This is an optimization exercise on Yosys and OpenROAD, whose aim is small area, not a production implementation.
RTL that was checked went through simulation tests only; none was proved equivalent to the original.
The RTL of runs 2 to 6 was laid out without a check of its function.
No activity file was given, so power comes from the tool's default toggle rates.

==> flow/design.v <==
module fsm_parking(
input  wire       clk,
input  wire       rst,
input  wire       entry_pulse,
input  wire       exit_pulse_in,
input  wire       payment_received,     
input  wire       slot_available,
input  wire [3:0] occupancy,
output reg        alloc_req,
output reg        free_req,
output reg        entry_gate,
output reg        exit_gate,
output reg        full_led,
output reg        fee_ready          
);
localparam S_IDLE          = 3'd0;
localparam S_ALLOC         = 3'd1;
localparam S_GATEOPEN      = 3'd2;
localparam S_EXIT_REQUEST  = 3'd3;
localparam S_WAIT_PAYMENT  = 3'd4;
localparam S_EXITOPEN      = 3'd5;
reg [2:0] state, next;
always @(posedge clk or posedge rst)
    if (rst) state <= S_IDLE;
    else     state <= next;
always @(*) begin
    alloc_req=0; free_req=0; entry_gate=0; exit_gate=0;
    fee_ready=0;
    full_led = ~slot_available;
    next = state;
    case(state)
        S_IDLE:
            if(entry_pulse && slot_available)
                next = S_ALLOC;
            else if(exit_pulse_in && occupancy!=0)
                next = S_EXIT_REQUEST;
        S_ALLOC: begin
            alloc_req = 1;
            next = S_GATEOPEN;
        end
        S_GATEOPEN: begin
            entry_gate = 1;
            next = S_IDLE;
        end
        S_EXIT_REQUEST: begin
            fee_ready = 1;
            next = S_WAIT_PAYMENT;
        end
        S_WAIT_PAYMENT: begin
            fee_ready = 1;
            if(payment_received) begin
                free_req = 1;
                next = S_EXITOPEN;
            end
        end
        S_EXITOPEN: begin
            exit_gate = 1;
            next = S_IDLE;
        end
    endcase
end
endmodule
module slot_manager_4slot(
input  wire       clk,
input  wire       rst,
input  wire       alloc_req,
input  wire       free_req,
input  wire [1:0] exit_car_select,
output reg        slot_available,
output reg [1:0]  allocated_slot,
output reg [3:0]  occupancy,
output reg [2:0]  free_count,
output reg [1:0]  exit_slot
);
integer i;
reg found;
always @(posedge clk or posedge rst) begin
    if (rst) begin
        occupancy      <= 0;
        free_count     <= 4;
        slot_available <= 1;
        allocated_slot <= 0;
        exit_slot      <= 0;
    end else begin
        found = 0;
        if (free_req) begin
            if (occupancy[exit_car_select]) begin
                occupancy[exit_car_select] <= 0;
                exit_slot <= exit_car_select;
                free_count <= free_count + 1;
            end else begin
                for (i=0;i<4;i=i+1)
                    if (occupancy[i] && !found) begin
                        occupancy[i] <= 0;
                        exit_slot <= i;
                        free_count <= free_count + 1;
                        found = 1;
                    end
            end
        end
        found = 0;
        if (alloc_req && free_count > 0) begin
            for (i=0;i<4;i=i+1)
                if (!occupancy[i] && !found) begin
                    occupancy[i] <= 1;
                    allocated_slot <= i;
                    free_count <= free_count - 1;
                    found = 1;
                end
        end
        slot_available <= (free_count > 0);
    end
end
endmodule
module time_billing_4slot(
input  wire        clk,
input  wire        rst,
input  wire [3:0]  occupancy,
input  wire        exit_pulse,
input  wire [1:0]  exit_slot,
output reg [15:0]  elapsed0,
output reg [15:0]  elapsed1,
output reg [15:0]  elapsed2,
output reg [15:0]  elapsed3,
output reg [31:0]  fee
);
parameter RATE = 10;
reg run0, run1, run2, run3;
always @(posedge clk or posedge rst) begin
    if (rst) begin
        run0<=0; run1<=0; run2<=0; run3<=0;
        elapsed0<=0; elapsed1<=0; elapsed2<=0; elapsed3<=0;
        fee <= 0;
    end else begin
        if (exit_pulse) begin
            case(exit_slot)
                0: fee <= elapsed0 * RATE;
                1: fee <= elapsed1 * RATE;
                2: fee <= elapsed2 * RATE;
                3: fee <= elapsed3 * RATE;
            endcase
        end
        if (occupancy[0]) begin if(!run0) elapsed0<=0; run0<=1; end else run0<=0;
        if (occupancy[1]) begin if(!run1) elapsed1<=0; run1<=1; end else run1<=0;
        if (occupancy[2]) begin if(!run2) elapsed2<=0; run2<=1; end else run2<=0;
        if (occupancy[3]) begin if(!run3) elapsed3<=0; run3<=1; end else run3<=0;
        if (run0) elapsed0 <= elapsed0 + 1;
        if (run1) elapsed1 <= elapsed1 + 1;
        if (run2) elapsed2 <= elapsed2 + 1;
        if (run3) elapsed3 <= elapsed3 + 1;
    end
end
endmodule
module top_parking_system_4slot(
    input  wire        clk,
    input  wire        rst,
    input  wire        entry_pulse,
    input  wire        exit_pulse_for_system,
    input  wire        payment_received,     
    input  wire [1:0]  exit_car_select,
    output wire        entry_gate,
    output wire        exit_gate,
    output wire        full_led,
    output wire        fee_ready,            
    output wire [3:0]  occupancy,
    output wire [2:0]  free_count,
    output wire [15:0] e0,
    output wire [15:0] e1,
    output wire [15:0] e2,
    output wire [15:0] e3,
    output wire [31:0] fee
);
wire alloc_req, free_req;
wire slot_available;
wire [1:0] allocated_slot;
wire [1:0] exit_slot;
reg exit_event_for_billing;
always @(posedge clk or posedge rst) begin
    if (rst)
        exit_event_for_billing <= 0;
    else
        exit_event_for_billing <= payment_received; 
end
fsm_parking FSM(
    .clk(clk),
    .rst(rst),
    .entry_pulse(entry_pulse),
    .exit_pulse_in(exit_pulse_for_system),
    .payment_received(payment_received), 
    .slot_available(slot_available),
    .occupancy(occupancy),
    .alloc_req(alloc_req),
    .free_req(free_req),
    .entry_gate(entry_gate),
    .exit_gate(exit_gate),
    .full_led(full_led),
    .fee_ready(fee_ready)             
);
slot_manager_4slot SM(
    .clk(clk),
    .rst(rst),
    .alloc_req(alloc_req),
    .free_req(free_req),
    .slot_available(slot_available),
    .allocated_slot(allocated_slot),
    .occupancy(occupancy),
    .free_count(free_count),
    .exit_slot(exit_slot),
    .exit_car_select(exit_car_select)
);
time_billing_4slot TM(
    .clk(clk),
    .rst(rst),
    .occupancy(occupancy),
    .exit_pulse(exit_event_for_billing),
    .exit_slot(exit_slot),
    .elapsed0(e0),
    .elapsed1(e1),
    .elapsed2(e2),
    .elapsed3(e3),
    .fee(fee)
);
endmodule
==> flow/run.sh <==
#!/bin/bash
# synth_recipe.tcl (not shown) runs the flow's synth.tcl, then flattens the netlist and writes it again
# the make line also repeats each setting of config.mk as NAME=value (left out here)
make -C /OpenROAD-flow-scripts/flow DESIGN_CONFIG=/design/flow/config.mk WORK_HOME=/design/flow/orfs CLKGATE_MAP_FILE= SYNTH_SCRIPT=/design/flow/synth_recipe.tcl finish
==> flow/config.mk <==
export PLATFORM = sky130hd
export DESIGN_NAME = top_parking_system_4slot
export DESIGN_NICKNAME = top_parking_system_4slot
export VERILOG_FILES = /design/flow/design.v
export SDC_FILE = /design/flow/constraint.sdc
export NUM_CORES = 4
export LEC_CHECK = 0
export CAP_MARGIN = 20
export CORE_MARGIN = 2
export CORE_UTILIZATION = 40
export PLACE_DENSITY = 0.6
export SLEW_MARGIN = 20
==> flow/constraint.sdc <==
create_clock -name core_clock -period 4.0 [get_ports {clk}]
set_input_delay 0.8000 -clock core_clock [delete_from_list [all_inputs] [get_ports {clk}]]
set_output_delay 0.8000 -clock core_clock [all_outputs]
set_load 0.01 [all_outputs]
==> results of run 1 <==
## cell families (layout without fill, tap and decap cells)
group,count (synthesis),count (layout),share of synthesized area [%]
adder cells (fa/ha/maj),123,123,18.5
other,1,13,0.0443
XOR/XNOR,45,45,4.66
flip-flops,101,101,29.9
AO/OA/AOI/OAI,242,242,18.8
buffers and inverters,68,148,3.59
multiplexers,39,39,6.46
AND/OR/NAND/NOR,320,320,18.0
## where the power goes
part	internal (W)	switching, W	leakage (nW)	total [W]
registers	0.00126	0.000470	1.31	0.00173
logic	0.00111	0.00108	3.13	0.00219
clock network	0.000447	0.000474	0.145	0.000920
## worst max-delay path by stage
stage / end / slack (ns)
2_1_floorplan: FSM.state[0]$_DFFE_PP0P_ / 0.56
3_3_place_gp: TM.fee[13]$_DFFE_PP0P_ / 0.87
3_5_place_dp: TM.fee[18]$_DFFE_PP0P_ / 0.85
4_1_cts: TM.fee[13]$_DFFE_PP0P_ / 0.83
5_1_grt: TM.fee[19]$_DFFE_PP0P_ / 0.60
6_report: TM.fee[13]$_DFFE_PP0P_ / 0.83
## layout make-up
type / instances / share of cell area, %
Sequential cell: 101 / 25.3
Inverter: 28 / 1.08
Timing Repair Buffer: 104 / 10.4
Clock inverter: 7 / 0.751
Tap cell: 275 / 3.44
Clock buffer: 9 / 2.25
Multi-Input combinational cell: 782 / 56.7
## through the flow
| stage | instances | cell area (um^2) | setup slack [ns] |
|---|---|---|---|
| 5_1_grt | 1306 | 10000 | 0.598 |
| 2_1_floorplan | 951 | 8510 | 0.556 |
| 4_1_cts | 1306 | 10000 | 0.830 |
| 3_5_place_dp | 1290 | 9700 | 0.853 |
| 6_report | 1306 | 10000 | 0.826 |
| 3_3_place_gp | 1290 | 9700 | 0.866 |
## Yosys cell counts, types with 5 or more instances
cell	count
ha_1	119
dfrtp_1	99
nand2_1	85
o21ai_0	72
nor2_1	69
nand3_1	59
a21oi_1	39
xnor2_1	28
nor3_1	27
inv_1	26
clkbuf_1	23
xor2_1	17
nand2b_1	16
mux2_2	15
o21a_1	15
nand4_1	14
nor2b_1	14
a211oi_1	13
a21o_1	13
a31oi_1	13
buf_4	13
mux2i_1	13
o31ai_1	13
and3_1	11
mux4_2	11
o211ai_1	11
or3_1	7
and2_1	6
a221oi_1	5
o22ai_1	5
o31a_1	5
## registers in the layout, summed over array words and instances, names as in the netlist, 3 cells and up
signal         cells
TM.elapsed2       16
TM.elapsed1       16
TM.elapsed0       16
TM.fee            19
SM.occupancy       4
TM.elapsed3       16
SM.free_count      3
FSM.state          3
## cells in the final DEF (no fill, tap or decap), drive strengths merged, types with 5 or more instances in the layout
cell type / n
nand2: 85
ha: 119
nor3: 27
nand2b: 16
nand4: 14
a21oi: 39
o22ai: 5
xnor2: 28
nor2: 69
nor2b: 14
xor2: 17
mux2i: 13
clkbuf: 9
o211ai: 11
a221oi: 5
nand3: 59
clkdlybuf4s50: 100
or3: 7
o21a: 15
and2: 6
a211oi: 14
o31a: 5
a21o: 13
o21ai: 72
and3: 11
inv: 32
dfrtp: 99
a31oi: 13
mux4: 11
o31ai: 13
conb: 13
mux2: 15
## metal layers
metal  up-vias  track usage [%]  share of wire, %
li1       3660                -                 -
met1      3439             27.8                49
met2       118             32.2                46
met3        18             3.32               3.4
met4         0             5.24               1.5
met5         -                0                 0
==> results by group, run 1 <==
Flow run
  – Max Cap Viol: 0

Clocking
  – CTS tree: built
  – Clock-pin slew on the worst setup and hold paths: 0.08 ns
  – Root Buffer Master: clkbuf_16
  – CTS Buf Count: 9
  – # resized after CTS: 0
  – Max clock buf depth: 2
  – Post-CTS Setup Bufs: 0
  – Clock latency on the worst-skew pair: 0.37 ns
  – # H-tree levels: 3
  – CTS sink cnt: 101
  – Cts hold-fix bufs: 0

Critical path
  – Critical Path Max Stage Delay: 0.46 ns
  – Setup Crit Path Kind: reg2reg
  – Worst r2r src: TM.elapsed0[2]$_DFFE_PP0P_
  – Startpoint Class: flip-flop
  – Crit-path slowest cell: dfrtp_1
  – Setup crit start: TM.elapsed0[2]$_DFFE_PP0P_
  – Buf/Inv on CP: 0
  – Crit-path max FO: 8
  – Required time of the critical path: 4.25 ns
  – Critical R2R Capture: TM.fee[13]$_DFFE_PP0P_
  – Dominant delay contributor by cell family on the critical path: compound AO/OA/AOI/OAI gates
  – Worst r2r path cells: 9
  – R2R Setup Slk: 0.83 ns
  – Crit. End Element: flip-flop
  – Worst EP arrival: 3.42 ns
  – WP depth: 9
  – CP cell instances: ha_1 -> ha_1 -> a211oi_2 -> nor2_1 -> o41a_1 -> o41a_1 -> xor2_1 -> mux4_2 -> mux2_2

Pwr
  – Maximum vdd drop: 0.314 mV
  – Tot Pwr: 0.00484 W
  – Pleak: 4.59 nW
  – Power density over the cells: 484 nW/um^2

Logic synthesis
  – Post-synth EDFFs: 0
  – Main synth FF type: dfrtp_1
  – Area leader, netlist: dfrtp_1
  – Post-synthesis cell type count: 66
  – Mean Syn Cell Area: 9.01 um^2
  – Post-Synthesis Cells: 939
  – Synthesized flop and latch total: 101
  – Share of flip-flops with an asynchronous set or reset: 100%
  – Syn. warnings: 4
  – Ranking of synthesized cells by area: dfrtp_1, ha_1, o21ai_0, nand2_1, nand3_1
  – Post-synth top area share: 29.3%
  – Sequential cell area fraction in the yosys report: 29.9%
  – Mapped cell area: 8460 um^2

STA
  – Tmin final: 3.17 ns
  – Final TNS setup: 0 ns
  – Worst slew pin tran: 0.863 ns
  – Final hold slack: 0.508 ns
  – Final setup fails: 0
  – Fin. max-slew vios: 0
  – Slew headroom: 42.5%
  – Final Hold Fails: 0
  – Unrepaired setup endpoints after global routing: false
  – Final Cycle Share: 79.3%
  – Fmax: 315 MHz
  – Final worst clock skew: 0.0108 ns

Floorplan
  – # IOs: 114
  – Die Wd: 149 um
  – Site Rows: 53
  – Core area: 20900 um^2
  – Initial Util: 40.5%
  – Die Span Y: 149 um
  – Die area: 22300 um^2

Detailed routing
  – Vias/cell: 5.54
  – Via Count: 7235
  – DR iter-0 viols: 300
  – Post-route DRC: 0
  – DRT Wirelength: 21.3 mm
  – Antenna Violating Nets Remaining: 0
  – Drt pass-1 iters: 4
  – Routed WL per cell: 16.3 um

Layout
  – Fill cells: 2041
  – Multi-input logic area: 5680 um^2
  – Area Overhead vs Synth: 18.2%
  – Final Util: 47.9%
  – Antenna diode count: 0
  – Reg area: 2530 um^2
  – Share of layout cells above drive strength 1: 5.63%
  – Nets: 1156

Global route
  – Total grt overflow: 0
  – Largest net degree at the start of global routing: 45
  – Number of global-route vias before repair: 6985
  – Total GRT Usage: 20.0%
  – Initial antenna violation count: 0
  – First-pass GRT wire length: 35.7 mm

Placed design
  – Port bufs: 100
  – Post-DP HPWL: 16.4 mm
  – RePlAce Congestion: 0.889

Worst hold path
  – Hold Path End: SM.free_count[2]$_DFF_PP1_
  – Hold Crit Class: reg2reg
  – Hold wc startpoint: SM.free_count[2]$_DFF_PP1_
  – WHS Path Cells: 1

Outcome
  – Status: finished clean
==> run 2, diff against run 1 <==
==> flow/design.v (replaced) <==
module top_parking_system_4slot(
    input  wire        clk,
    input  wire        rst,
    input  wire        entry_pulse,
    input  wire        exit_pulse_for_system,
    input  wire        payment_received,
    input  wire [1:0]  exit_car_select,
    output wire        entry_gate,
    output wire        exit_gate,
    output wire        full_led,
    output wire        fee_ready,
    output wire [3:0]  occupancy,
    output wire [2:0]  free_count,
    output wire [15:0] e0,
    output wire [15:0] e1,
    output wire [15:0] e2,
    output wire [15:0] e3,
    output wire [31:0] fee
);
reg        st_f, st_x, st_y;
reg [3:0]  occ;
reg        slot_available;
reg [1:0]  exit_slot;
reg        bill;
reg [3:0]  run;
reg [15:0] t0, t1, t2, t3;
reg [15:0] fee_t;             
wire idle     = ~st_f & ~st_x & ~st_y;
wire alloc    = ~st_f & ~st_x &  st_y;
wire free     =  st_f & st_y & payment_received;
wire go_alloc = entry_pulse & slot_available;
wire go_exit  = ~go_alloc & exit_pulse_for_system & (|occ);
assign entry_gate = st_x & ~st_y;
assign exit_gate  = st_x &  st_y;
assign fee_ready  = st_f;
assign full_led   = ~slot_available;
assign occupancy  = occ;
assign free_count = 3'd4 - ({2'd0, occ[0]} + {2'd0, occ[1]} + {2'd0, occ[2]} + {2'd0, occ[3]});
wire [3:0] lo_empty = {occ[0] & occ[1] & occ[2] & ~occ[3],
                       occ[0] & occ[1] & ~occ[2],
                       occ[0] & ~occ[1],
                       ~occ[0]};
wire sel_occ = occ[exit_car_select];
wire [1:0] free_idx = sel_occ  ? exit_car_select :
                      occ[0]   ? 2'd0 :
                      occ[1]   ? 2'd1 :
                      occ[2]   ? 2'd2 : 2'd3;
wire [3:0] free_oh = 4'b0001 << free_idx;
always @(posedge clk or posedge rst) begin
    if (rst) begin
        st_f <= 1'b0; st_x <= 1'b0; st_y <= 1'b0;
        occ <= 4'b0;
        slot_available <= 1'b1;
        exit_slot <= 2'd0;
        bill <= 1'b0;
        run <= 4'b0;
    end else begin
        st_f <= (idle & go_exit) | (st_f & ~(st_y & payment_received));
        st_x <= alloc | free;
        st_y <= (idle & go_alloc) | st_f;
        occ <= (occ & ~(free ? free_oh : 4'b0)) | (alloc ? lo_empty : 4'b0);
        if (free) exit_slot <= free_idx;
        slot_available <= ~(&occ);
        bill <= payment_received;
        run <= occ;
    end
end
wire [3:0] clr = occ & ~run;
wire [16:0] c0, c1, c2, c3;
assign c0[0] = run[0];
assign c1[0] = run[1];
assign c2[0] = run[2];
assign c3[0] = run[3];
genvar k;
generate for (k = 0; k < 16; k = k + 1) begin : tb
    assign c0[k+1] = c0[k] & t0[k];
    assign c1[k+1] = c1[k] & t1[k];
    assign c2[k+1] = c2[k] & t2[k];
    assign c3[k+1] = c3[k] & t3[k];
    always @(posedge clk or posedge rst) begin
        if (rst) begin
            t0[k] <= 1'b0; t1[k] <= 1'b0; t2[k] <= 1'b0; t3[k] <= 1'b0;
        end else begin
            t0[k] <= ~clr[0] & (t0[k] ^ c0[k]);
            t1[k] <= ~clr[1] & (t1[k] ^ c1[k]);
            t2[k] <= ~clr[2] & (t2[k] ^ c2[k]);
            t3[k] <= ~clr[3] & (t3[k] ^ c3[k]);
        end
    end
end endgenerate
wire [3:0] ld = {4{bill}} & (4'b0001 << exit_slot);
always @(posedge clk or posedge rst) begin
    if (rst) fee_t <= 16'd0;
    else fee_t <= ({16{ld[0]}} & t0) | ({16{ld[1]}} & t1) |
                  ({16{ld[2]}} & t2) | ({16{ld[3]}} & t3) |
                  ({16{~bill}} & fee_t);
end
assign e0 = t0;
assign e1 = t1;
assign e2 = t2;
assign e3 = t3;
assign fee = {12'd0, fee_t, 3'd0} + {14'd0, fee_t, 1'b0};
endmodule
==> run 2 against run 1 <==
Still clean on timing, DRC and antenna. Total power fell by 12%. Wire length fell by 46%. Sequential power fell by 13%. Die area fell by 36%. Critical path type is now reg2out. Largest cell class unchanged.
==> results by group, run 2 <==
Outcome
  – Status: finished clean (unchanged)

Critical path
  – Worst r2r src: t3[0]$_DFF_PP0_ (was TM.elapsed0[2]$_DFFE_PP0P_)
  – Dominant delay contributor by cell family on the critical path: compound AO/OA/AOI/OAI gates (unchanged)
  – Worst r2r path cells: 17 (was 9)
  – Crit-path slowest cell: clkdlybuf4s50_1 (was dfrtp_1)
  – Critical Path Max Stage Delay: 0.60 ns (was 0.46 ns)
  – Critical R2R Capture: t3[15]$_DFF_PP0_ (was TM.fee[13]$_DFFE_PP0P_)
  – Worst EP arrival: 2.95 ns (was 3.42 ns)
  – Startpoint Class: flip-flop (unchanged)
  – Crit-path max FO: 3 (was 8)
  – CP cell instances: ha_1 -> inv_1 -> fa_1 -> nor2b_1 -> o31a_1 -> o21bai_1 -> nand2_2 -> a211o_1 -> o311ai_1 -> clkdlybuf4s50_1 (was ha_1 -> ha_1 -> a211oi_2 -> nor2_1 -> o41a_1 -> o41a_1 -> xor2_1 -> mux4_2 -> mux2_2)
  – Buf/Inv on CP: 2 (was 0)
  – Setup Crit Path Kind: reg2out (was reg2reg)
  – Required time of the critical path: 3.20 ns (was 4.25 ns)
  – Crit. End Element: output port (was flip-flop)
  – R2R Setup Slk: 0.40 ns (was 0.83 ns)

Clocking
  – # resized after CTS: 0 (unchanged)
  – CTS tree: built (unchanged)
  – Max clock buf depth: 2 (unchanged)
  – CTS sink cnt: 95 (was 101)
  – Clock latency on the worst-skew pair: 0.34 ns (was 0.37 ns)
  – Root Buffer Master: clkbuf_16 (unchanged)
  – CTS Buf Count: 9 (unchanged)
  – Cts hold-fix bufs: 0 (unchanged)
  – Post-CTS Setup Bufs: 0 (unchanged)
  – # H-tree levels: 3 (unchanged)
  – Clock-pin slew on the worst setup and hold paths: 0.06 ns (was 0.08 ns)

Global route
  – Total grt overflow: 0 (unchanged)
  – Number of global-route vias before repair: 3661 (was 6985)
  – Largest net degree at the start of global routing: 60 (was 45)
  – Initial antenna violation count: 0 (unchanged)
  – First-pass GRT wire length: 19.1 mm (was 35.7 mm)
  – Total GRT Usage: 17.0% (was 20.0%)

Placed design
  – RePlAce Congestion: 0.815 (was 0.889)
  – Port bufs: 100 (unchanged)
  – Post-DP HPWL: 8.67 mm (was 16.4 mm)

STA
  – Unrepaired setup endpoints after global routing: false (unchanged)
  – Final TNS setup: 0 ns (unchanged)
  – Final worst clock skew: 0.00632 ns (was 0.0108 ns)
  – Tmin final: 3.75 ns (was 3.17 ns)
  – Fin. max-slew vios: 0 (unchanged)
  – Slew headroom: 38.3% (was 42.5%)
  – Final Cycle Share: 93.8% (was 79.3%)
  – Final Hold Fails: 0 (unchanged)
  – Fmax: 267 MHz (was 315 MHz)
  – Worst slew pin tran: 0.926 ns (was 0.863 ns)
  – Final setup fails: 0 (unchanged)

Floorplan
  – Initial Util: 40.6% (was 40.5%)
  – Die area: 14300 um^2 (was 22300 um^2)
  – Core area: 13100 um^2 (was 20900 um^2)
  – Site Rows: 42 (was 53)
  – Die Wd: 119 um (was 149 um)
  – Die Span Y: 119 um (was 149 um)
  – # IOs: 114 (unchanged)

Flow run
  – Max Cap Viol: 0 (unchanged)

Pwr
  – Sw frac: 36.1% (was 41.8%)
  – Internal power: 0.00274 W (was 0.00282 W)
  – Comb pwr share: 46.4% (was 45.3%)
  – Power share of the sequential group: 35.1% (was 35.7%)
  – Psw: 0.00155 W (was 0.00203 W)
  – Pleak: 3.36 nW (was 4.59 nW)
  – Clock Power Share: 18.5% (was 19.0%)
  – Maximum vdd drop: 0.335 mV (was 0.314 mV)
  – Power density over the cells: 637 nW/um^2 (was 484 nW/um^2)

Layout
  – Area Overhead vs Synth: 26.3% (was 18.2%)
  – Nets: 647 (was 1156)
  – Most frequent cells in the layout: clkdlybuf4s50_1, dfrtp_1, ha_1 (was ha_1, clkdlybuf4s50_1, dfrtp_1)
  – Multi-input logic area: 2770 um^2 (was 5680 um^2)
  – Antenna diode count: 0 (unchanged)
  – Share of layout cells above drive strength 1: 5.65% (was 5.63%)
  – Final Util: 51.2% (was 47.9%)
  – Reg area: 2380 um^2 (was 2530 um^2)
  – Commonest non-fill, non-tap cell in the layout: clkdlybuf4s50_1 (was ha_1)
  – Fill cells: 1211 (was 2041)

Detailed routing
  – Antenna Violating Nets Remaining: 0 (unchanged)
  – Post-route DRC: 0 (unchanged)
  – DRT Wirelength: 11.4 mm (was 21.3 mm)
  – Vias/cell: 4.99 (was 5.54)
  – Drt pass-1 iters: 4 (unchanged)
  – DR iter-0 viols: 257 (was 300)
  – Via Count: 3704 (was 7235)
  – Routed WL per cell: 15.4 um (was 16.3 um)

Logic synthesis
  – Mapped cell area: 5330 um^2 (was 8460 um^2)
  – Mean Syn Cell Area: 11.5 um^2 (was 9.01 um^2)
  – Main synth FF type: dfrtp_1 (unchanged)
  – Synthesized flop and latch total: 95 (was 101)
  – Sequential cell area fraction in the yosys report: 44.6% (was 29.9%)
  – Post-synthesis cell type count: 55 (was 66)
  – Post-Synthesis Cells: 465 (was 939)
  – Post-synth top area share: 44.2% (was 29.3%)
  – Post-synth EDFFs: 0 (unchanged)
  – Syn. warnings: 1 (was 4)
  – Ranking of synthesized cells by area: dfrtp_1, ha_1, and2_1, mux2i_1, a221o_1 (was dfrtp_1, ha_1, o21ai_0, nand2_1, nand3_1)
  – Area leader, netlist: dfrtp_1 (unchanged)
  – Share of flip-flops with an asynchronous set or reset: 100% (unchanged)
  – Count leader, synth: dfrtp_1 (was ha_1)
  – Top cells by count, synth: dfrtp_1, ha_1, and2_1, a21oi_1, buf_4 (was ha_1, dfrtp_1, nand2_1, o21ai_0, nor2_1)

Worst hold path
  – WHS Path Cells: 1 (unchanged)
  – Hold Path End: fee_t[0]$_DFF_PP0_ (was SM.free_count[2]$_DFF_PP1_)
  – Hold wc startpoint: t0[0]$_DFF_PP0_ (was SM.free_count[2]$_DFF_PP1_)
  – Hold Crit Class: reg2reg (unchanged)
## run 2: cell types whose count changed after synthesis, moves of 12 or more
cell,before,now
mux2_2,15,2
o21ai_0,72,9
inv_1,26,13
nand3_1,59,4
nor3_1,27,5
and2_1,6,65
nand2_1,85,14
xnor2_1,28,5
clkbuf_1,23,9
nor2_1,69,12
ha_1,119,77
a21oi_1,39,23
a221o_1,0,12
## run 2: metal layers
metal  up-vias  GRT usage [%]  part of all wire (%)  routed length, um
met4         0           5.88                   1.6                186
met5         -              0                     0                  0
met1      1764           24.2                    49               5640
met2        85           24.9                    43               4950
met3        12           4.89                   5.7                651
li1       1843              -                     -                  -
## run 2: cells by family after synthesis
kind of cell / after synthesis / share of synthesized area [%]
xor+xnor: 14 / 2.30
buf+inv: 44 / 4.27
compound gates: 89 / 12.0
flops: 95 / 44.6
other cells: 1 / 0.0704
mux: 19 / 4.56
fa+ha+maj: 79 / 18.8
simple gates: 124 / 13.3
## run 2: through the flow
stage,setup slack (ns),instance area [um^2],std cells,hold WS (ns),total power [W]
after floorplan,0.570,5370,477,0.452,0.00265
final,0.249,6730,742,0.542,0.00428
after detailed placement,0.400,6450,726,0.530,0.00353
after global routing,0.139,6730,742,0.577,0.00462
after global placement,0.410,6450,726,0.526,0.00350
after CTS,0.251,6730,742,0.544,0.00433
## run 2: worst max-delay path by stage
stage               slack (ns)                to  cells after the start                from
finish                    0.25           fee[17]                     10  fee_t[0]$_DFF_PP0_
detailed placement        0.40  t2[15]$_DFF_PP0_                     17     t2[0]$_DFF_PP0_
floorplan                 0.57  t1[15]$_DFF_PP0_                     17     t1[0]$_DFF_PP0_
CTS                       0.25           fee[17]                     10  fee_t[0]$_DFF_PP0_
global placement          0.41  t3[15]$_DFF_PP0_                     17     t3[0]$_DFF_PP0_
global route              0.14  t3[15]$_DFF_PP0_                     17     t3[0]$_DFF_PP0_
## run 2: area by class of cell
cell class | instances | share of cell area (%)
Multi-Input combinational cell | 338 | 41.1
Sequential cell | 95 | 35.4
Tap cell | 176 | 3.27
Inverter | 14 | 0.800
Clock buffer | 15 | 3.98
Clock inverter | 1 | 0.0744
Timing Repair Buffer | 103 | 15.4
## run 2: worst register-to-register path: stages (launching register included)
cell,delay [ns]
dfrtp_1,0.40
ha_1,0.21
ha_1,0.19
ha_1,0.18
ha_1,0.18
ha_1,0.18
ha_1,0.18
ha_1,0.18
ha_1,0.18
ha_1,0.18
ha_1,0.18
ha_1,0.20
ha_1,0.18
ha_1,0.18
ha_1,0.18
ha_1,0.19
xor2_1,0.16
and2_1,0.16
## run 2: power groups by stage
stage	combinational, W	clock [W]	sequential (W)
after floorplan	0.00119	0	0.00146
after global placement	0.00198	0	0.00152
after detailed placement	0.00200	0	0.00152
after CTS	0.00202	0.000810	0.00151
after global routing	0.00220	0.000862	0.00155
final	0.00199	0.000792	0.00150
==> run 3, diff against run 2 <==
--- a/flow/config.mk
+++ b/flow/config.mk
@@ -7,6 +7,7 @@
 export LEC_CHECK = 0
 export CAP_MARGIN = 20
 export CORE_MARGIN = 2
-export CORE_UTILIZATION = 40
-export PLACE_DENSITY = 0.6
+export CORE_UTILIZATION = 65
+export CTS_BUF_LIST = sky130_fd_sc_hd__clkbuf_8
+export PLACE_DENSITY = 0.75
 export SLEW_MARGIN = 20
==> run 3 against run 2 <==
Still clean on timing, DRC and antenna. Synthesized cell count is the same. Sequential share of layout area grew 0.93 points. Fmax shrank 1.6%. Worst setup slack lost 0.060 ns. Global-route usage grew 8.8 points. Combinational power is essentially flat. Register-to-register slack lost 0.06 ns. Non-clock buffer count grew 1. Critical endpoint unchanged. Highest routed layer unchanged.
==> results by group, run 3 <==
Critical path
  – Startpoint Class: flip-flop (unchanged)
  – Crit-path max FO: 3 (unchanged)
  – Setup Crit Path Kind: reg2out (unchanged)
  – Crit. End Element: output port (unchanged)
  – Crit-path slowest cell: clkdlybuf4s50_1 (unchanged)
  – Worst r2r src: t3[0]$_DFF_PP0_ (unchanged)
  – Worst r2r path cells: 17 (unchanged)
  – Dominant delay contributor by cell family on the critical path: compound AO/OA/AOI/OAI gates (unchanged)
  – Critical Path Max Stage Delay: 0.58 ns (was 0.60 ns)
  – Setup crit start: fee_t[0]$_DFF_PP0_ (unchanged)
  – Worst EP arrival: 3.01 ns (was 2.95 ns)
  – CP cell instances: ha_1 -> inv_1 -> fa_1 -> nor2b_1 -> o31a_1 -> o21bai_1 -> nand2_2 -> a211o_1 -> o311ai_1 -> clkdlybuf4s50_1 (unchanged)
  – Critical R2R Capture: t3[15]$_DFF_PP0_ (unchanged)
  – Required time of the critical path: 3.20 ns (about the same)
  – R2R Setup Slk: 0.34 ns (was 0.40 ns)
  – Buf/Inv on CP: 2 (unchanged)

Layout
  – Share of layout cells above drive strength 1: 6.53% (was 5.65%)
  – Fill cells: 511 (was 1211)
  – Most frequent cells in the layout: clkdlybuf4s50_1, dfrtp_1, ha_1 (unchanged)
  – Area Overhead vs Synth: 23.0% (was 26.3%)
  – Fin area: 6560 um^2 (was 6730 um^2)
  – Commonest non-fill, non-tap cell in the layout: clkdlybuf4s50_1 (unchanged)
  – Nets: 648 (was 647)
  – Antenna diode count: 0 (unchanged)

Clocking
  – Clock-pin slew on the worst setup and hold paths: 0.10 ns (was 0.06 ns)
  – # H-tree levels: 3 (unchanged)
  – Max clock buf depth: 2 (unchanged)
  – Post-CTS Setup Bufs: 0 (unchanged)
  – Clock latency on the worst-skew pair: 0.36 ns (was 0.34 ns)
  – CTS sink cnt: 95 (unchanged)
  – Cts hold-fix bufs: 0 (unchanged)
  – # resized after CTS: 0 (unchanged)
  – CTS Buf Count: 9 (unchanged)
  – Root Buffer Master: clkbuf_8 (was clkbuf_16)
  – CTS tree: built (unchanged)

Logic synthesis
  – Synthesized flop and latch total: 95 (unchanged)
  – Top cells by count, synth: dfrtp_1, ha_1, and2_1, a21oi_1, buf_4 (unchanged)
  – Area leader, netlist: dfrtp_1 (unchanged)
  – Post-Synthesis Cells: 465 (unchanged)
  – Mean Syn Cell Area: 11.5 um^2 (unchanged)
  – Ranking of synthesized cells by area: dfrtp_1, ha_1, and2_1, mux2i_1, a221o_1 (unchanged)
  – Main synth FF type: dfrtp_1 (unchanged)
  – Sequential cell area fraction in the yosys report: 44.6% (unchanged)
  – Share of flip-flops with an asynchronous set or reset: 100% (unchanged)
  – Mapped cell area: 5330 um^2 (unchanged)
  – Post-synth EDFFs: 0 (unchanged)
  – Syn. warnings: 1 (unchanged)
  – Post-synthesis cell type count: 55 (unchanged)
  – Post-synth top area share: 44.2% (unchanged)
  – Count leader, synth: dfrtp_1 (unchanged)

Global route
  – Number of global-route vias before repair: 3655 (was 3661)
  – Initial antenna violation count: 0 (unchanged)
  – Largest net degree at the start of global routing: 37 (was 60)
  – First-pass GRT wire length: 17.9 mm (was 19.1 mm)
  – Total GRT Usage: 25.8% (was 17.0%)
  – Total grt overflow: 0 (unchanged)

Detailed routing
  – DR iter-0 viols: 220 (was 257)
  – Drt pass-1 iters: 4 (unchanged)
  – Post-route DRC: 0 (unchanged)
  – Vias/cell: 5.60 (was 4.99)
  – Antenna Violating Nets Remaining: 0 (unchanged)
  – Routed WL per cell: 16.2 um (was 15.4 um)
  – DRT Wirelength: 10.9 mm (was 11.4 mm)
  – Via Count: 3765 (was 3704)

STA
  – Worst slew pin tran: 0.920 ns (was 0.926 ns)
  – Final setup fails: 0 (unchanged)
  – Fin. max-slew vios: 0 (unchanged)
  – Final TNS setup: 0 ns (unchanged)
  – Final Cycle Share: 95.3% (was 93.8%)
  – Fmax: 262 MHz (was 267 MHz)
  – Final worst clock skew: 0.0125 ns (was 0.00632 ns)
  – Unrepaired setup endpoints after global routing: false (unchanged)
  – Slew headroom: 38.7% (was 38.3%)
  – Tmin final: 3.81 ns (was 3.75 ns)
  – Final Hold Fails: 0 (unchanged)

Pwr
  – Pleak: 3.33 nW (was 3.36 nW)
  – Power density over the cells: 630 nW/um^2 (was 637 nW/um^2)
  – Maximum vdd drop: 0.443 mV (was 0.335 mV)

Floorplan
  – Core area: 8090 um^2 (was 13100 um^2)
  – Die Wd: 94.5 um (was 119 um)
  – # IOs: 114 (unchanged)
  – Die Span Y: 94.5 um (was 119 um)
  – Initial Util: 65.8% (was 40.6%)
  – Site Rows: 33 (was 42)
  – Die area: 8940 um^2 (was 14300 um^2)

Placed design
  – Port bufs: 100 (unchanged)
  – Post-DP HPWL: 8.38 mm (was 8.67 mm)
  – DP Area: 6360 um^2 (was 6450 um^2)
  – RePlAce Congestion: 0.816 (was 0.815)

Worst hold path
  – Hold wc startpoint: t0[12]$_DFF_PP0_ (was t0[0]$_DFF_PP0_)
  – WHS Path Cells: 1 (unchanged)
  – Hold Path End: fee_t[12]$_DFF_PP0_ (was fee_t[0]$_DFF_PP0_)
  – Hold Crit Class: reg2reg (unchanged)

Outcome
  – Status: finished clean (unchanged)

Flow run
  – Max Cap Viol: 0 (unchanged)
run 3: changes by cell type in the layout (fill, tap and decap cells not counted), sizes merged:
cell,before,now
clkinvlp,0,1
inv,12,14
buf,3,4
bufinv,0,1
clkinv,3,5
clkbuf,15,9
run 3: area by class of cell:
class                      instances  area [um^2]  area share [%]
multi-input combinational        338         2770            42.2
clock buffer                       9          124            1.89
clock inverter                     7         70.1            1.07
inverter                          14         53.8           0.821
timing repair buffer             104         1030            15.7
tap                              105          131            2.00
sequential                        95         2380            36.3
run 3: how the worst max path moves through the flow:
stage,end,cells after the start
6_report,fee[17],10
3_5_place_dp,t3[15]$_DFF_PP0_,17
5_1_grt,fee[17],10
3_3_place_gp,t3[15]$_DFF_PP0_,17
2_1_floorplan,t1[15]$_DFF_PP0_,17
4_1_cts,fee[17],10
run 3: kinds of logic (layout without fill, tap and decap cells):
kind of cell / count (synthesis) / count (layout) / share of synthesized area, %
AOI/OAI and AO/OA: 89 / 89 / 12.0
xor gates and xnor gates: 14 / 14 / 2.30
adders and majority gates: 79 / 79 / 18.8
buffers and inverters: 44 / 134 / 4.27
DFF: 95 / 95 / 44.6
muxes: 19 / 19 / 4.56
other: 1 / 13 / 0.0704
and+or+nand+nor: 124 / 124 / 13.3
run 3: routing by layer:
layer	up-vias	routed length [um]	share of wire [%]	GRT usage (%)
met5	-	0	0	0
met4	0	67	0.62	5.07
met3	8	545	5.0	5.43
met2	85	5280	48	41.9
met1	1827	5000	46	36.5
li1	1845	-	-	-
run 3: power breakdown:
group	switching, W	internal (W)
registers	0.000335	0.00120
logic	0.000882	0.00109
clock network	0.000334	0.000290
run 3: stage by stage:
| stage | total power (W) | cells | hold WS (ns) | util (%) | worst slack [ns] |
|---|---|---|---|---|---|
| finish | 0.00413 | 672 | 0.545 | 81.0 | 0.188 |
| floorplan | 0.00265 | 477 | 0.452 | - | 0.570 |
| global route | 0.00446 | 672 | 0.571 | 81.0 | 0.115 |
| global placement | 0.00344 | 656 | 0.524 | 78.6 | 0.453 |
| CTS | 0.00416 | 672 | 0.549 | 81.0 | 0.206 |
| detailed placement | 0.00353 | 656 | 0.531 | 78.6 | 0.400 |
==> run 4, diff against run 3 <==
==> flow/flow/run.sh (new file) <==
#!/bin/bash
# Standard layout, with the port buffers made of the smallest buffer cell.
set -euo pipefail
export BUFFER_PORTS_ARGS="-buffer_cell sky130_fd_sc_hd__buf_1"
bash standard.sh > standard.log 2>&1
==> flow/standard.sh (new file) <==
#!/bin/bash
# synth_recipe.tcl (not shown) runs the flow's synth.tcl, then flattens the netlist and writes it again
# the make line also repeats each setting of config.mk as NAME=value (left out here)
make -C /OpenROAD-flow-scripts/flow DESIGN_CONFIG=/design/flow/config.mk WORK_HOME=/design/flow/orfs CLKGATE_MAP_FILE= SYNTH_SCRIPT=/design/flow/synth_recipe.tcl "${@:-finish}"
removed: flow/run.sh
==> run 4 against run 3 <==
Highest routed layer unchanged. Largest cell class unchanged. Wire length decreased by 0.69%. Synthesized cell count is the same. Sequential share of layout area up 3.8 points. Via count up 0.58%. Still clean. Die area unchanged.
==> results by group, run 4 <==
Critical path
  – Required time of the critical path: 4.27 ns (was 3.20 ns)
  – Crit-path max FO: 3 (unchanged)
  – Startpoint Class: flip-flop (unchanged)
  – Buf/Inv on CP: 0 (was 2)
  – Setup Crit Path Kind: reg2reg (was reg2out)
  – Dominant delay contributor by cell family on the critical path: adder cells (was compound AO/OA/AOI/OAI gates)
  – Crit-path slowest cell: dfrtp_1 (was clkdlybuf4s50_1)
  – Critical Path Max Stage Delay: 0.41 ns (was 0.58 ns)
  – Worst EP arrival: 3.88 ns (was 3.01 ns)
  – CP cell instances: ha_1 -> ha_1 -> ha_1 -> ha_1 -> ha_1 -> ha_1 -> ha_1 -> ha_1 -> ha_1 -> ha_1 -> ha_1 -> ha_1 -> ha_1 -> ha_1 -> ha_1 -> xor2_1 -> and2_1 (was ha_1 -> inv_1 -> fa_1 -> nor2b_1 -> o31a_1 -> o21bai_1 -> nand2_2 -> a211o_1 -> o311ai_1 -> clkdlybuf4s50_1)
  – Crit. End Element: flip-flop (was output port)
  – Most used cell, CP: ha_1

Pwr
  – Power density over the cells: 629 nW/um^2 (was 630 nW/um^2)
  – Clock Power Share: 16.9% (was 15.1%)
  – Psw: 0.00154 W (was 0.00155 W)
  – Pleak: 3.08 nW (was 3.33 nW)
  – Sw frac: 41.2% (was 37.6%)
  – Maximum vdd drop: 0.445 mV (was 0.443 mV)
  – Power share of the sequential group: 41.0% (was 37.1%)
  – Comb pwr share: 42.0% (was 47.8%)
  – Internal power: 0.00219 W (was 0.00258 W)

Placed design
  – Port bufs: 100 (unchanged)
  – RePlAce Congestion: 0.796 (was 0.816)
  – Post-DP HPWL: 8.32 mm (was 8.38 mm)
  – Placed cells: 656 (unchanged)

Logic synthesis
  – Top cells by count, synth: dfrtp_1, ha_1, and2_1, a21oi_1, buf_4 (unchanged)
  – Ranking of synthesized cells by area: dfrtp_1, ha_1, and2_1, mux2i_1, a221o_1 (unchanged)
  – Post-Synthesis Cells: 465 (unchanged)
  – Mapped cell area: 5330 um^2 (unchanged)
  – Area leader, netlist: dfrtp_1 (unchanged)
  – Post-synth EDFFs: 0 (unchanged)
  – Sequential cell area fraction in the yosys report: 44.6% (unchanged)
  – Post-synthesis cell type count: 55 (unchanged)
  – Post-synth top area share: 44.2% (unchanged)
  – Mean Syn Cell Area: 11.5 um^2 (unchanged)
  – Count leader, synth: dfrtp_1 (unchanged)
  – Syn. warnings: 1 (unchanged)
  – Main synth FF type: dfrtp_1 (unchanged)
  – Share of flip-flops with an asynchronous set or reset: 100% (unchanged)
  – Synthesized flop and latch total: 95 (unchanged)

STA
  – Final worst clock skew: 0.0175 ns (was 0.0125 ns)
  – Fmax: 277 MHz (was 262 MHz)
  – Tmin final: 3.61 ns (was 3.81 ns)
  – Final setup fails: 0 (unchanged)
  – Final Cycle Share: 90.2% (was 95.3%)
  – Slew headroom: 36.7% (was 38.7%)
  – Final Hold Fails: 0 (unchanged)
  – Fin. max-slew vios: 0 (unchanged)
  – Unrepaired setup endpoints after global routing: false (unchanged)
  – Final TNS setup: 0 ns (unchanged)
  – Worst slew pin tran: 0.950 ns (was 0.920 ns)

Global route
  – Total GRT Usage: 25.2% (was 25.8%)
  – First-pass GRT wire length: 17.2 mm (was 17.9 mm)
  – Largest net degree at the start of global routing: 47 (was 37)
  – Number of global-route vias before repair: 3557 (was 3655)
  – Initial antenna violation count: 0 (unchanged)
  – Total grt overflow: 0 (unchanged)

Layout
  – Area Overhead vs Synth: 11.4% (was 23.0%)
  – Commonest non-fill, non-tap cell in the layout: buf_1 (was clkdlybuf4s50_1)
  – Nets: 648 (unchanged)
  – Most frequent cells in the layout: buf_1, dfrtp_1, ha_1 (was clkdlybuf4s50_1, dfrtp_1, ha_1)
  – Post-route insts no fill: 672 (unchanged)
  – Antenna diode count: 0 (unchanged)
  – Share of layout cells above drive strength 1: 6.35% (was 6.53%)

Clocking
  – # H-tree levels: 3 (unchanged)
  – CTS tree: built (unchanged)
  – CTS sink cnt: 95 (unchanged)
  – Cts hold-fix bufs: 0 (unchanged)
  – CTS Buf Count: 9 (unchanged)
  – Max clock buf depth: 2 (unchanged)
  – Clock latency on the worst-skew pair: 0.37 ns (was 0.36 ns)
  – Post-CTS Setup Bufs: 0 (unchanged)
  – # resized after CTS: 0 (unchanged)
  – Root Buffer Master: clkbuf_8 (unchanged)
  – Clock-pin slew on the worst setup and hold paths: 0.10 ns (about the same)

Detailed routing
  – DRT Wirelength: 10.8 mm (was 10.9 mm)
  – Via Count: 3787 (was 3765)
  – DR iter-0 viols: 171 (was 220)
  – Routed WL per cell: 16.1 um (was 16.2 um)
  – Drt pass-1 iters: 4 (unchanged)
  – Antenna Violating Nets Remaining: 0 (unchanged)
  – Vias/cell: 5.64 (was 5.60)
  – Post-route DRC: 0 (unchanged)

Flow run
  – Max Cap Viol: 0 (unchanged)

Floorplan
  – Die Wd: 94.5 um (unchanged)
  – Site Rows: 33 (unchanged)
  – Core area: 8090 um^2 (unchanged)
  – Die area: 8940 um^2 (unchanged)
  – # IOs: 114 (unchanged)
  – Initial Util: 65.8% (unchanged)
  – Die Span Y: 94.5 um (unchanged)

Outcome
  – Status: finished clean (unchanged)

Worst hold path
  – Hold Crit Class: in2async (was reg2reg)
[run 4: cell count changes in the layout (fill, tap and decap cells not counted), sizes merged]
cell           delta
clkinvlp          +1
clkinv            -1
clkdlybuf4s50   -100
inv               -1
buf             +100
clkbuf            +1
[run 4: metal layers]
| metal | up-vias | part of all wire [%] | GRT usage [%] |
|---|---|---|---|
| met5 | - | 0 | 0 |
| met4 | 0 | 2.3 | 11.1 |
| met3 | 20 | 4.6 | 4.47 |
| met2 | 96 | 47 | 39.4 |
| met1 | 1827 | 46 | 34.8 |
| li1 | 1844 | - | - |
[run 4: layout make-up]
type / count / area, um^2
Tap cell: 105 / 131
Sequential cell: 95 / 2380
Multi-Input combinational cell: 338 / 2770
Clock buffer: 10 / 138
Timing Repair Buffer: 104 / 405
Fill cell: 628 / 2160
Inverter: 14 / 53.8
Clock inverter: 6 / 62.6
[run 4: per-stage QoR]
stage / area [um^2] / hold slack (ns) / utilization (%) / power, W / setup slack [ns]
detailed placement: 5740 / 0.539 / 70.9 / 0.00312 / 0.363
global route: 5940 / 0.572 / 73.3 / 0.00405 / 0.192
floorplan: 5370 / 0.452 / - / 0.00265 / 0.570
finish: 5940 / 0.531 / 73.3 / 0.00373 / 0.393
CTS: 5940 / 0.550 / 73.3 / 0.00376 / 0.352
global placement: 5740 / 0.524 / 70.9 / 0.00305 / 0.451
[run 4: path summary, 6_finish.rpt]
kind	from	slack, ns	cells after the start	to
min in group core_clock	t0[0]$_DFF_PP0_	0.55	1	fee_t[0]$_DFF_PP0_
max reg2reg	t3[0]$_DFF_PP0_	0.39	17	t3[15]$_DFF_PP0_
max	t3[0]$_DFF_PP0_	0.39	17	t3[15]$_DFF_PP0_
max in group asynchronous	rst	2.52	3	slot_available$_DFF_PP1_
min	rst	0.53	2	t1[14]$_DFF_PP0_
min reg2reg	t0[0]$_DFF_PP0_	0.55	1	fee_t[0]$_DFF_PP0_
[run 4: power groups by stage]
stage / combinational (W) / clock (W) / sequential (W)
finish: 0.00157 / 0.000632 / 0.00153
global route: 0.00179 / 0.000680 / 0.00158
CTS: 0.00159 / 0.000646 / 0.00153
detailed placement: 0.00157 / 0 / 0.00155
global placement: 0.00152 / 0 / 0.00153
floorplan: 0.00119 / 0 / 0.00146
[run 4: cells by family after synthesis]
group / Yosys count / share of synthesized area (%)
AOI/OAI and AO/OA: 89 / 12.0
xor gates and xnor gates: 14 / 2.30
adders and majority gates: 79 / 18.8
buffers and inverters: 44 / 4.27
DFF: 95 / 44.6
muxes: 19 / 4.56
other: 1 / 0.0704
and+or+nand+nor: 124 / 13.3
[run 4: worst register-to-register path: cells and delay by family, from the launching register on]
family / cells / cell delay, ns
adder cells (fa/ha/maj): 15 / 2.77
XOR/XNOR: 1 / 0.16
flip-flops: 1 / 0.41
AND/OR/NAND/NOR: 1 / 0.16
==> run 5, diff against run 4 <==
--- a/flow/design.v
+++ b/flow/design.v
@@ -24,7 +24,9 @@
 reg        bill;
 reg [3:0]  run;
 reg [15:0] t0, t1, t2, t3;
-reg [15:0] fee_t;             
+reg [9:0]  y_lo;
+reg        y_c10;
+reg [15:8] t_hi;
 wire idle     = ~st_f & ~st_x & ~st_y;
 wire alloc    = ~st_f & ~st_x &  st_y;
 wire free     =  st_f & st_y & payment_received;
@@ -89,15 +91,34 @@
     end
 end endgenerate
 wire [3:0] ld = {4{bill}} & (4'b0001 << exit_slot);
+wire [15:0] t_sel = ({16{ld[0]}} & t0) | ({16{ld[1]}} & t1) |
+                    ({16{ld[2]}} & t2) | ({16{ld[3]}} & t3);
+wire [10:2] cl;
+wire [9:2]  sl;
+assign cl[2] = 1'b0;
+generate for (k = 2; k < 10; k = k + 1) begin : lo_add
+    assign sl[k]   = t_sel[k] ^ t_sel[k-2] ^ cl[k];
+    assign cl[k+1] = (t_sel[k] & t_sel[k-2]) | (cl[k] & (t_sel[k] ^ t_sel[k-2]));
+end endgenerate
 always @(posedge clk or posedge rst) begin
-    if (rst) fee_t <= 16'd0;
-    else fee_t <= ({16{ld[0]}} & t0) | ({16{ld[1]}} & t1) |
-                  ({16{ld[2]}} & t2) | ({16{ld[3]}} & t3) |
-                  ({16{~bill}} & fee_t);
+    if (rst) begin
+        y_lo <= 10'd0; y_c10 <= 1'b0; t_hi <= 8'd0;
+    end else if (bill) begin
+        y_lo <= {sl, t_sel[1:0]}; y_c10 <= cl[10]; t_hi <= t_sel[15:8];
+    end
 end
+wire [17:10] ah = {2'b00, t_hi[15:10]};
+wire [17:10] bh = t_hi[15:8];
+wire [18:10] ch;
+wire [17:10] sh;
+assign ch[10] = y_c10;
+generate for (k = 10; k < 18; k = k + 1) begin : hi_add
+    assign sh[k]   = ah[k] ^ bh[k] ^ ch[k];
+    assign ch[k+1] = (ah[k] & bh[k]) | (ch[k] & (ah[k] ^ bh[k]));
+end endgenerate
 assign e0 = t0;
 assign e1 = t1;
 assign e2 = t2;
 assign e3 = t3;
-assign fee = {12'd0, fee_t, 3'd0} + {14'd0, fee_t, 1'b0};
+assign fee = {12'd0, ch[18], sh, y_lo, 1'b0};
 endmodule
==> run 5 against run 4 <==
Non-clock buffer count up 9. Clock skew down 0.0099 ns. Flip-flop and latch count up 3. Worst setup slack worse by 0.54 ns. Now fails the layout checks on setup timing. Synthesized cell count shrank 16%. Final area fell by 0.44%. Register-to-register slack lost 0.31 ns. Total power fell by 16%. First-iteration DRC count shrank 29%.
==> results by group, run 5 <==
Logic synthesis
  – Count leader, synth: dfrtp_1 (unchanged)
  – Post-synthesis cell type count: 37 (was 55)
  – Ranking of synthesized cells by area: dfrtp_1, ha_1, and2_1, fa_1, mux2_2 (was dfrtp_1, ha_1, and2_1, mux2i_1, a221o_1)
  – Synthesized flop and latch total: 98 (was 95)
  – Mean Syn Cell Area: 13.2 um^2 (was 11.5 um^2)
  – Main synth FF type: dfrtp_1 (unchanged)
  – Post-synth top area share: 47.0% (was 44.2%)
  – Top cells by count, synth: dfrtp_1, and2_1, ha_1, inv_1, mux2_2 (was dfrtp_1, ha_1, and2_1, a21oi_1, buf_4)
  – Post-synth EDFFs: 0 (unchanged)
  – Share of flip-flops with an asynchronous set or reset: 100% (unchanged)
  – Sequential cell area fraction in the yosys report: 47.5% (was 44.6%)
  – Area leader, netlist: dfrtp_1 (unchanged)
  – Mapped cell area: 5170 um^2 (was 5330 um^2)
  – Post-Synthesis Cells: 390 (was 465)
  – Syn. warnings: 1 (unchanged)

Placed design
  – RePlAce Congestion: 0.829 (was 0.796)
  – Port bufs: 100 (unchanged)
  – Placed cells: 587 (was 656)
  – Post-DP HPWL: 7.70 mm (was 8.32 mm)
  – Pre-CTS setup slack: -0.110 ns (was 0.363 ns)

Pwr
  – Internal power: 0.00202 W (was 0.00219 W)
  – Sw frac: 36.0% (was 41.2%)
  – Comb pwr share: 36.3% (was 42.0%)
  – Maximum vdd drop: 0.394 mV (was 0.445 mV)
  – Psw: 0.00113 W (was 0.00154 W)
  – Pleak: 3.12 nW (was 3.08 nW)
  – Power share of the sequential group: 44.7% (was 41.0%)
  – Clock Power Share: 19.1% (was 16.9%)
  – Power density over the cells: 533 nW/um^2 (was 629 nW/um^2)
  – Tot Pwr: 0.00315 W (was 0.00373 W)

Global route
  – Initial antenna violation count: 0 (unchanged)
  – Total GRT Usage: 26.1% (was 25.2%)
  – Total grt overflow: 0 (unchanged)
  – First-pass GRT wire length: 17.2 mm (unchanged)
  – Largest net degree at the start of global routing: 82 (was 47)
  – Number of global-route vias before repair: 3353 (was 3557)

Layout
  – Fill cells: 529 (was 628)
  – Antenna diode count: 0 (unchanged)
  – Final Util: 76.5% (was 73.3%)
  – Area Overhead vs Synth: 14.4% (was 11.4%)
  – Nets: 586 (was 648)
  – Most frequent cells in the layout: dfrtp_1, buf_1, and2_1 (was buf_1, dfrtp_1, ha_1)
  – Post-route insts no fill: 606 (was 672)
  – Share of layout cells above drive strength 1: 15.5% (was 6.35%)

Floorplan
  – Die area: 8680 um^2 (was 8940 um^2)
  – Die Span Y: 93.2 um (was 94.5 um)
  – Die Wd: 93.2 um (was 94.5 um)
  – Initial Util: 66.9% (was 65.8%)
  – Core area: 7730 um^2 (was 8090 um^2)
  – Site Rows: 32 (was 33)
  – # IOs: 114 (unchanged)

Critical path
  – R2R Setup Slk: 0.08 ns (was 0.39 ns)
  – Startpoint Class: flip-flop (unchanged)
  – Worst setup path end: fee[18] (was t3[15]$_DFF_PP0_)
  – Critical Path Max Stage Delay: 0.40 ns (was 0.41 ns)
  – Most used cell, CP: fa_2 (was ha_1)
  – Worst r2r src: exit_slot[0]$_DFFE_PP0P_ (was t3[0]$_DFF_PP0_)
  – Crit. End Element: output port (was flip-flop)
  – Crit-path max FO: 2 (was 3)
  – Worst EP arrival: 3.34 ns (was 3.88 ns)
  – Crit-path slowest cell: dfrtp_1 (unchanged)
  – Critical R2R Capture: y_lo[9]$_DFFE_PP0P_ (was t3[15]$_DFF_PP0_)
  – Setup crit start: t_hi[10]$_DFFE_PP0P_ (was t3[0]$_DFF_PP0_)
  – Setup Crit Path Kind: reg2out (was reg2reg)
  – Required time of the critical path: 3.20 ns (was 4.27 ns)
  – CP cell instances: inv_2 -> fa_2 -> inv_2 -> fa_2 -> fa_2 -> fa_2 -> fa_2 -> fa_2 -> ha_4 -> ha_4 -> buf_6 (was ha_1 -> ha_1 -> ha_1 -> ha_1 -> ha_1 -> ha_1 -> ha_1 -> ha_1 -> ha_1 -> ha_1 -> ha_1 -> ha_1 -> ha_1 -> ha_1 -> ha_1 -> xor2_1 -> and2_1)
  – Worst r2r path cells: 15 (was 17)

Outcome
  – Status: failed layout checks (was finished clean)
  – Violated Checks: setup timing

STA
  – Fmax: 241 MHz (was 277 MHz)
  – Final worst clock skew: 0.00759 ns (was 0.0175 ns)
  – Final Hold Fails: 0 (unchanged)
  – Unrepaired setup endpoints after global routing: true (was false)
  – Final setup fails: 2 (was 0)
  – Tmin final: 4.14 ns (was 3.61 ns)
  – Worst setup margin: -0.145 ns (was 0.393 ns)
  – Fin. max-slew vios: 0 (unchanged)
  – Final Cycle Share: 104% (was 90.2%)
  – Worst slew pin tran: 0.726 ns (was 0.950 ns)
  – Slew headroom: 51.6% (was 36.7%)

Clocking
  – Clock-pin slew on the worst setup and hold paths: 0.09 ns (was 0.10 ns)
  – Clock latency on the worst-skew pair: 0.36 ns (was 0.37 ns)
  – Cts hold-fix bufs: 0 (unchanged)
  – # H-tree levels: 3 (unchanged)
  – CTS tree: built (unchanged)
  – CTS Buf Count: 9 (unchanged)
  – CTS sink cnt: 98 (was 95)
  – Root Buffer Master: clkbuf_8 (unchanged)
  – Max clock buf depth: 2 (unchanged)

Detailed routing
  – DRT Wirelength: 10.2 mm (was 10.8 mm)
  – Routed WL per cell: 16.9 um (was 16.1 um)
  – DR iter-0 viols: 121 (was 171)
  – Post-route DRC: 0 (unchanged)
  – Vias/cell: 5.43 (was 5.64)
  – Drt pass-1 iters: 4 (unchanged)
  – Via Count: 3292 (was 3787)
  – Antenna Violating Nets Remaining: 0 (unchanged)

Flow run
  – Max Cap Viol: 0 (unchanged)

Worst hold path
  – Hold Crit Class: reg2reg (was in2async)
run 5: cell count changes after synthesis, sizes merged, moves of 11 or more:
cell,previous run,this run
a211oi,12,0
a21oi,24,2
a221o,12,0
fa,2,14
ha,77,66
mux2,2,19
run 5: routing by layer:
layer  share of wire, %  global-route usage, %  up-vias
met2                 49                   40.5      106
met5                  0                      0        -
met4                2.1                   9.80        0
met1                 44                   37.6     1630
met3                5.2                   4.51       18
li1                   -                      -     1538
run 5: power groups by stage:
stage | logic (W) | registers (W) | clock network, W
floorplan | 0.000728 | 0.00144 | 0
global placement | 0.00112 | 0.00141 | 0
detailed placement | 0.00114 | 0.00142 | 0
CTS | 0.00116 | 0.00141 | 0.000612
global route | 0.00130 | 0.00144 | 0.000652
finish | 0.00114 | 0.00141 | 0.000601
run 5: area by class of cell:
class | count | area [um^2] | share of cell area (%)
clock buffer | 9 | 124 | 2.10
sequential | 98 | 2450 | 41.5
timing repair buffer | 113 | 500 | 8.47
multi-input combinational | 257 | 2570 | 43.4
inverter | 20 | 80.1 | 1.36
tap | 102 | 128 | 2.16
clock inverter | 7 | 56.3 | 0.953
run 5: stage by stage:
stage	hold WS [ns]	cell area [um^2]	TNS, ns
3_3_place_gp	0.489	5630	0
6_report	0.515	5910	-0.196
4_1_cts	0.518	5890	-0.152
2_1_floorplan	0.430	5210	0
5_1_grt	0.530	5910	-0.537
3_5_place_dp	0.497	5630	-0.156
run 5: worst min path at each step:
stage                   startpoint                  end  slack [ns]  cells past startpoint
3_3_place_gp   y_lo[4]$_DFFE_PP0P_  y_lo[4]$_DFFE_PP0P_        0.49                      1
2_1_floorplan     occ[0]$_DFF_PP0_     run[0]$_DFF_PP0_        0.43                      0
3_5_place_dp   y_lo[2]$_DFFE_PP0P_  y_lo[2]$_DFFE_PP0P_        0.50                      1
6_report       y_lo[2]$_DFFE_PP0P_  y_lo[2]$_DFFE_PP0P_        0.52                      1
5_1_grt        y_lo[2]$_DFFE_PP0P_  y_lo[2]$_DFFE_PP0P_        0.53                      1
4_1_cts        y_lo[2]$_DFFE_PP0P_  y_lo[2]$_DFFE_PP0P_        0.52                      1
run 5: worst max-delay path: cells and delay by family (launching register included):
kind | cells | cell delay, ns
fa+ha+maj | 8 | 2.39
flops | 1 | 0.40
buf+inv | 3 | 0.20
run 5: cells by family after synthesis:
kind of cell	Yosys count	synth area share [%]
DFF	98	47.5
and+or+nand+nor	96	11.0
adders and majority gates	80	21.4
buffers and inverters	47	4.65
muxes	38	10.9
AOI/OAI and AO/OA	26	3.78
xor gates and xnor gates	4	0.678
other	1	0.0726
run 5: timing repair:
item                       4_1_cts  5_1_grt
setup endpoints to repair        5        5
pin swaps                        1        1
gates cloned                     0        0
buffers inserted                 2        1
resized for setup               24        4
==> run 6, diff against run 5 <==
--- a/flow/design.v
+++ b/flow/design.v
@@ -20,13 +20,13 @@
 reg        st_f, st_x, st_y;
 reg [3:0]  occ;
 reg        slot_available;
-reg [1:0]  exit_slot;
+reg [3:0]  exit_oh;             
 reg        bill;
 reg [3:0]  run;
 reg [15:0] t0, t1, t2, t3;
-reg [9:0]  y_lo;
-reg        y_c10;
-reg [15:8] t_hi;
+reg [10:0] y_lo;
+reg        y_c11;
+reg [15:9] t_hi;
 wire idle     = ~st_f & ~st_x & ~st_y;
 wire alloc    = ~st_f & ~st_x &  st_y;
 wire free     =  st_f & st_y & payment_received;
@@ -53,7 +53,7 @@
         st_f <= 1'b0; st_x <= 1'b0; st_y <= 1'b0;
         occ <= 4'b0;
         slot_available <= 1'b1;
-        exit_slot <= 2'd0;
+        exit_oh <= 4'b0001;
         bill <= 1'b0;
         run <= 4'b0;
     end else begin
@@ -61,7 +61,7 @@
         st_x <= alloc | free;
         st_y <= (idle & go_alloc) | st_f;
         occ <= (occ & ~(free ? free_oh : 4'b0)) | (alloc ? lo_empty : 4'b0);
-        if (free) exit_slot <= free_idx;
+        if (free) exit_oh <= free_oh;
         slot_available <= ~(&occ);
         bill <= payment_received;
         run <= occ;
@@ -90,29 +90,29 @@
         end
     end
 end endgenerate
-wire [3:0] ld = {4{bill}} & (4'b0001 << exit_slot);
+wire [3:0] ld = {4{bill}} & exit_oh;
 wire [15:0] t_sel = ({16{ld[0]}} & t0) | ({16{ld[1]}} & t1) |
                     ({16{ld[2]}} & t2) | ({16{ld[3]}} & t3);
-wire [10:2] cl;
-wire [9:2]  sl;
+wire [11:2] cl;
+wire [10:2] sl;
 assign cl[2] = 1'b0;
-generate for (k = 2; k < 10; k = k + 1) begin : lo_add
+generate for (k = 2; k < 11; k = k + 1) begin : lo_add
     assign sl[k]   = t_sel[k] ^ t_sel[k-2] ^ cl[k];
     assign cl[k+1] = (t_sel[k] & t_sel[k-2]) | (cl[k] & (t_sel[k] ^ t_sel[k-2]));
 end endgenerate
 always @(posedge clk or posedge rst) begin
     if (rst) begin
-        y_lo <= 10'd0; y_c10 <= 1'b0; t_hi <= 8'd0;
+        y_lo <= 11'd0; y_c11 <= 1'b0; t_hi <= 7'd0;
     end else if (bill) begin
-        y_lo <= {sl, t_sel[1:0]}; y_c10 <= cl[10]; t_hi <= t_sel[15:8];
+        y_lo <= {sl, t_sel[1:0]}; y_c11 <= cl[11]; t_hi <= t_sel[15:9];
     end
 end
-wire [17:10] ah = {2'b00, t_hi[15:10]};
-wire [17:10] bh = t_hi[15:8];
-wire [18:10] ch;
-wire [17:10] sh;
-assign ch[10] = y_c10;
-generate for (k = 10; k < 18; k = k + 1) begin : hi_add
+wire [17:11] ah = {2'b00, t_hi[15:11]};
+wire [17:11] bh = t_hi[15:9];
+wire [18:11] ch;
+wire [17:11] sh;
+assign ch[11] = y_c11;
+generate for (k = 11; k < 18; k = k + 1) begin : hi_add
     assign sh[k]   = ah[k] ^ bh[k] ^ ch[k];
     assign ch[k+1] = (ah[k] & bh[k]) | (ch[k] & (ah[k] ^ bh[k]));
 end endgenerate
==> run 6 against run 5 <==
First-iteration DRC count increased by 44%. Sequential power grew 3%. Critical path type is now reg2reg. Final area down 0.51%. Clock power rose by 5.3%. Largest power group unchanged. Sequential share of layout area is 1.1 points higher. Still fails the layout checks on setup timing. Global-route usage up 0.11 points. Hold slack worse by 0.067 ns.
==> results by group, run 6 <==
Logic synthesis
  – Post-Synthesis Cells: 425 (was 390)
  – Count leader, synth: dfrtp_1 (unchanged)
  – Syn. warnings: 1 (unchanged)
  – Sequential cell area fraction in the yosys report: 48.8% (was 47.5%)
  – Main synth FF type: dfrtp_1 (unchanged)
  – Mean Syn Cell Area: 12.1 um^2 (was 13.2 um^2)
  – Synthesized flop and latch total: 100 (was 98)

STA
  – Final worst clock skew: 0.0125 ns (was 0.00759 ns)
  – Fin. max-slew vios: 0 (unchanged)
  – Final setup fails: 1 (was 2)
  – Worst setup margin: -0.0823 ns (was -0.145 ns)

Clocking
  – Root Buffer Master: clkbuf_8 (unchanged)
  – # H-tree levels: 3 (unchanged)
  – Clock-pin slew on the worst setup and hold paths: 0.09 ns (about the same)

Pwr
  – Power density over the cells: 547 nW/um^2 (was 533 nW/um^2)
  – Comb pwr share: 35.1% (was 36.3%)
  – Psw: 0.00119 W (was 0.00113 W)
  – Power share of the sequential group: 45.2% (was 44.7%)
  – Tot Pwr: 0.00321 W (was 0.00315 W)

Critical path
  – Critical R2R Capture: y_lo[10]$_DFFE_PP0P_ (was y_lo[9]$_DFFE_PP0P_)
  – Crit. End Element: flip-flop (was output port)

Floorplan
  – # IOs: 114 (unchanged)
  – Site Rows: 32 (unchanged)
  – Die Wd: 92.9 um (was 93.2 um)
  – Die area: 8620 um^2 (was 8680 um^2)

Layout
  – Fill cells: 519 (was 529)

Detailed routing
  – Vias/cell: 5.47 (was 5.43)
  – Post-route DRC: 0 (unchanged)

Outcome
  – Status: failed layout checks (unchanged)
  – Violated Checks: setup timing (unchanged)

Global route
  – Number of global-route vias before repair: 3357 (was 3353)
  – Total GRT Usage: 26.2% (was 26.1%)
  – Largest net degree at the start of global routing: 39 (was 82)
  – First-pass GRT wire length: 17.3 mm (was 17.2 mm)
-- run 6: kinds of logic (layout without fill, tap and decap cells) --
family                   after synthesis  after routing  synth area share, %
AO/OA/AOI/OAI                         66             66                 9.48
other                                  1             13               0.0731
multiplexers                          10             10                 2.22
buffers and inverters                 49            152                 4.70
XOR/XNOR                               4              4                0.683
adder cells (fa/ha/maj)               80             80                 21.6
AND/OR/NAND/NOR                      115            115                 12.5
flip-flops                           100            100                 48.8
-- run 6: final cells by class --
cell class                 instances  area, um^2  area share (%)
clock buffer                      10         138            2.34
clock inverter                     6        57.6           0.979
multi-input combinational        288        2470            42.0
tap                              102         128            2.17
inverter                          18        70.1            1.19
timing repair buffer             118         512            8.70
sequential                       100        2500            42.6
-- run 6: metal layers --
layer  wire length, um  global-route usage, %  up-vias  share of wire, %
met2              4870                   38.9       97                45
met4               120                   6.62        0               1.1
met5                 0                      0        -                 0
li1                  -                      -     1660                 -
met3               610                   5.45        9               5.7
met1              5130                   40.0     1747                48
-- run 6: power groups by stage --
stage	Combinational (W)	Sequential (W)	Clock (W)
final	0.00113	0.00145	0.000633
after global routing	0.00127	0.00148	0.000688
after CTS	0.00112	0.00145	0.000647
after detailed placement	0.00109	0.00147	0
after global placement	0.00105	0.00146	0
after floorplan	0.000664	0.00147	0
-- run 6: how the worst max path moves through the flow --
stage	from	to	slack, ns
finish	exit_oh[2]$_DFFE_PP0P_	y_lo[10]$_DFFE_PP0P_	-0.08
global route	exit_oh[2]$_DFFE_PP0P_	y_lo[10]$_DFFE_PP0P_	-0.25
CTS	t2[0]$_DFF_PP0_	y_lo[10]$_DFFE_PP0P_	-0.07
detailed placement	t2[0]$_DFF_PP0_	y_lo[10]$_DFFE_PP0P_	-0.10
global placement	t2[0]$_DFF_PP0_	y_lo[10]$_DFFE_PP0P_	-0.006
floorplan	exit_oh[0]$_DFFE_PP1P_	y_lo[10]$_DFFE_PP0P_	-0.008
-- run 6: worst max-delay path, cell delays in order, from the launching register on --
cell	delay, ns
dfrtp_1	0.39
a22o_1	0.25
a221oi_2	0.22
nor2b_1	0.10
ha_2	0.20
inv_1	0.07
fa_1	0.16
inv_1	0.06
fa_2	0.35
fa_2	0.35
fa_2	0.35
fa_2	0.33
inv_1	0.07
fa_2	0.19
fa_2	0.18
inv_1	0.05
fa_2	0.41
mux2_2	0.27
-- run 6: repair_timing --
item	CTS	global route
buffers inserted	2	1
gates resized for setup	3	9
pin swaps	0	1
setup endpoints to repair	2	4
cloned	0	0
endpoints found under the hold margin	0	0
-- run 6: through the flow --
step	hold WS, ns	instance area (um^2)	worst slack (ns)	cells	utilization [%]
after CTS	0.451	5850	-0.0683	641	76.1
final	0.448	5880	-0.0823	642	76.5
after floorplan	0.430	5200	-0.00800	437	-
after detailed placement	0.496	5630	-0.103	623	73.3
after global placement	0.490	5630	-0.00573	623	73.3
after global routing	0.480	5880	-0.246	642	76.5

Re-timed with assumed drivers on the ports (clkbuf_16 on the clock, buf_2 on other inputs), run 6 has -0.082 ns of setup slack against -0.082 ns with ideal ports, and -0.082 ns once port delays also move by the mid clock arrival of 0.381 ns.
